Context: an optimization exercise on an open-source flow, tuned for small area, a short achievable clock period and few clock cycles per item. The choices shown serve that exercise and are no tape-out recipe. RTL that was checked went through simulation tests only; none was proved equivalent to the original.

// fp_carpma
module fp_carpma(
    input clk_i, rst_i, en_i,
    input [31:0] x1_i, x2_i,
    output [31:0] sonuc_o,
    output done_o
    );
  wire zero = ~|x1_i | ~|x2_i;
  wire [23:0] ma = {1'b1, x1_i[22:0]};
  wire [23:0] mb = {1'b1, x2_i[22:0]};
  reg [1:0] cnt_q;           
  reg [28:0] s_q, c_q;     
  reg cy_q;                  
  reg [7:0] e_q;
  reg sg_q;
  reg z_q;
  wire run = en_i & ~rst_i;
  wire hold = cnt_q[1];
  wire c0 = ~cnt_q[1] & ~cnt_q[0];
  wire c1 = cnt_q[0];
  wire [29:0] r1 = {s_q, cy_q} + {c_q, cy_q};
  wire [24:0] ra = r1[29:5];
  wire [36:0] rin = ({12'd0, ra} & {37{c1}}) | ({ra, 12'd0} & {37{hold}});
  wire [12:0] lx = {mb[11:0], 1'b0};
  wire [12:0] hx = {mb[23:12], 1'b0};
  wire [5:0] ng, one, two;
  wire q11 = (mb[11] & c0) | (mb[23] & c1);
  genvar g;
  generate for (g = 0; g < 6; g = g + 1) begin : bd
    wire l0 = lx[2*g], l1 = lx[2*g+1], l2 = lx[2*g+2];
    wire h0 = hx[2*g], h1 = hx[2*g+1], h2 = hx[2*g+2];
    assign ng[g] = (l2 & c0) | (h2 & c1);
    assign one[g] = ((l1 ^ l0) & c0) | ((h1 ^ h0) & c1);
    assign two[g] = (((l2 & ~l1 & ~l0) | (~l2 & l1 & l0)) & c0) |
                    (((h2 & ~h1 & ~h0) | (~h2 & h1 & h0)) & c1);
  end endgenerate
  wire [24:0] bp0 = (({1'b0, ma} & {25{one[0]}}) | ({ma, 1'b0} & {25{two[0]}})) ^ {25{ng[0]}};
  wire [24:0] bp1 = (({1'b0, ma} & {25{one[1]}}) | ({ma, 1'b0} & {25{two[1]}})) ^ {25{ng[1]}};
  wire [24:0] bp2 = (({1'b0, ma} & {25{one[2]}}) | ({ma, 1'b0} & {25{two[2]}})) ^ {25{ng[2]}};
  wire [24:0] bp3 = (({1'b0, ma} & {25{one[3]}}) | ({ma, 1'b0} & {25{two[3]}})) ^ {25{ng[3]}};
  wire [24:0] bp4 = (({1'b0, ma} & {25{one[4]}}) | ({ma, 1'b0} & {25{two[4]}})) ^ {25{ng[4]}};
  wire [24:0] bp5 = (({1'b0, ma} & {25{one[5]}}) | ({ma, 1'b0} & {25{two[5]}})) ^ {25{ng[5]}};
  wire [23:0] pr = ma & {24{q11}};
  wire fs0 = rin[1] ^ ng[0] ^ bp0[0];
  wire fc0 = (rin[1] & ng[0]) | (rin[1] & bp0[0]) | (ng[0] & bp0[0]);
  wire fs1 = rin[3] ^ ng[1] ^ bp0[2];
  wire fc1 = (rin[3] & ng[1]) | (rin[3] & bp0[2]) | (ng[1] & bp0[2]);
  wire fs2 = rin[4] ^ bp0[3] ^ bp1[1];
  wire fc2 = (rin[4] & bp0[3]) | (rin[4] & bp1[1]) | (bp0[3] & bp1[1]);
  wire fs3 = rin[5] ^ ng[2] ^ bp0[4];
  ...
Size in the first run: about 1200 cells after synthesis, roughly 71 flip-flops, roughly 100 I/O pins, roughly 11000 um2 of cells after synthesis.
export LEC_CHECK = 0
export CAP_MARGIN = 20
export CORE_MARGIN = 2
export CORE_UTILIZATION = 40
export SETUP_SLACK_MARGIN = 5
export SLEW_MARGIN = 20
create_clock -name core_clock -period 10.0 [get_ports {clk_i}]
standard.sh (not shown) runs the stock make flow with config.mk's settings and CLKGATE_MAP_FILE= SYNTH_SCRIPT=/design/flow/synth_recipe.tcl, a recipe that flattens the netlist after the stock synthesis.
==> flow/flow/run.sh <==
#!/bin/bash
set -uo pipefail
export BUFFER_PORTS_ARGS="-buffer_cell sky130_fd_sc_hd__buf_1"
export SYNTH_ARGS="-noabc"
bash standard.sh > flow.log 2>&1
The baseline finished with timing, DRC and antenna clean.
Testbench counts at the start, summed over its fixed seeds: cycles 7,192, items 2,400.
Edit:
--- a/flow/config.mk
+++ b/flow/config.mk
@@ -7,0 +8 @@
+export ABC_AREA = 1
=> Hold slack gets better by 140 ps. Area after synthesis goes up by 5.0%. Non-clock buffer count goes down by 4. Die area goes up by about 5%. Final area is higher by about 3%. Routed wire length rose by 1.3%. Fmax grows by 4.0%. Final cell count went up by about 20%. Clock skew came out lower by 4.6 ps. Core utilization fell by 1.3 points.
Edit:
--- a/flow/config.mk
+++ b/flow/config.mk
@@ -12 +12,3 @@
-export SETUP_SLACK_MARGIN = 5
+export CTS_CLUSTER_DIAMETER = 80
+export CTS_CLUSTER_SIZE = 40
+export SETUP_SLACK_MARGIN = 4.75
=> Wire length came out lower by 1.8%. Hold slack got worse by 9.8 ps. Global-route usage came out lower by 0.54 points. Non-clock buffer count is lower by 13. Area after synthesis does not change. Via count decreases by 1.1%. Core utilization is lower by 2.3 points. Die area stays the same. Maximum frequency came out lower by 1.8%. Cell area decreases by 4.9%.
Edit:
--- a/flow/config.mk
+++ b/flow/config.mk
@@ -8 +7,0 @@
-export ABC_AREA = 1
@@ -12,2 +10,0 @@
-export CTS_CLUSTER_DIAMETER = 80
-export CTS_CLUSTER_SIZE = 40
The new run finished with timing, DRC and antenna clean.
Core utilization went up by 2.0 points.
Register-to-register slack gets worse by 40 ps.
Design area falls by 1.3%.
Wire length goes down by 4.5%.
Setup slack got worse by 160 ps.
Maximum frequency goes down by 3.1%.


fp_carpma, a different RTL version from the one above (not shown whole).
Size: ~84 flip-flops.
clock: 10.0 ns
lec_check: 0
abc_area: 1
cap_margin: 20
core_margin: 2
core_utilization: 40
setup_slack_margin: 4.75
slew_margin: 20
==> flow/flow/run.sh <==
#!/bin/bash
set -uo pipefail
export BUFFER_PORTS_ARGS="-buffer_cell sky130_fd_sc_hd__buf_4"
export SYNTH_ARGS="-noabc"
bash standard.sh > flow.log 2>&1
Edit:
--- a/flow/flow/run.sh
+++ b/flow/flow/run.sh
@@ -1,0 +2,5 @@
+# The standard layout (the standard.sh, unchanged synthesis and steps), except
+# that the port buffers use sky130_fd_sc_hd__buf_4 instead of the cell that
+# buffer_ports picks by default (a slow delay buffer), and Yosys maps the
+# logic without its early ABC pass (SYNTH_ARGS=-noabc), so that the full adders
+# are found in the equations as written.
- SETUP_SLACK_MARGIN: 4.75 -> 4.5
Outcome:
- via count drops by 1.5%
- maximum frequency shrinks by 1.6%
- area after synthesis does not change
- cell area is lower by 6.5%
- cell count went down by 1.1%
- wire length falls by 4.7%
- worst setup slack gets worse by 0.086 ns
Edit:
==> flow/flow/run.sh (replaced) <==
#!/bin/bash
set -uo pipefail
export BUFFER_PORTS_ARGS="-buffer_cell sky130_fd_sc_hd__buf_1"
export SYNTH_ARGS="-noabc"
bash standard.sh > flow.log 2>&1
What happened: The changed run completed with no timing, DRC or antenna violations; clock-buffer cell count does not change; routed wire length goes up by 3.1%; setup slack is better by 0.0040 ns; synthesized area does not change; final cell count came out higher by 1.9%; cell area grows by 2.5%; die area stays the same; utilization grows by 1.1 points; first-iteration DRC count went down by 5.6%.
Function was not checked in any run of this note: the RTL went through the layout flow alone.

==> afterwards: timing with drivers on the ports <==
In the flow no input, the clock included, has a driving cell. The finished layouts below were timed again as built, in two steps.
Step 1 assumes that a clkbuf_16 drives the clock port and a buf_2 every other input.
Step 2, shift: input delay + t, output delay - t, t = (earliest + latest rising clock arrival at the registers) / 2. This alone moves slack from input paths to output paths.
a / b / c = no drivers / after step 1 / after step 2; a / b = the first two.
run	t (ns)	slack for setup (ns)	clock arrival spread, ns	worst register clock-pin slew, ns
the first run of note 1	0.398	4.767 / 4.721 / 4.692	0.013 / 0.013	0.07 / 0.07
the second run of note 1	0.384	4.968 / 4.990 / 4.606	0.009 / 0.008	0.06 / 0.06
the third run of note 1	0.380	4.874 / 4.888 / 4.508	0.008 / 0.008	0.06 / 0.06
the fourth run of note 1	0.394	4.711 / 4.663 / 4.557	0.009 / 0.010	0.07 / 0.07
the first run of note 2	0.403	4.643 / 4.604 / 4.201	0.020 / 0.020	0.08 / 0.08
the second run of note 2	0.419	4.557 / 4.484 / 4.065	0.017 / 0.018	0.08 / 0.08
the third run of note 2	0.418	4.561 / 4.555 / 4.137	0.019 / 0.019	0.08 / 0.08
After both steps every run listed still meets setup and hold. For the second run of note 2, which loses most, drivers alone change the setup slack by -0.073 ns; drivers and shift together by -0.492 ns.
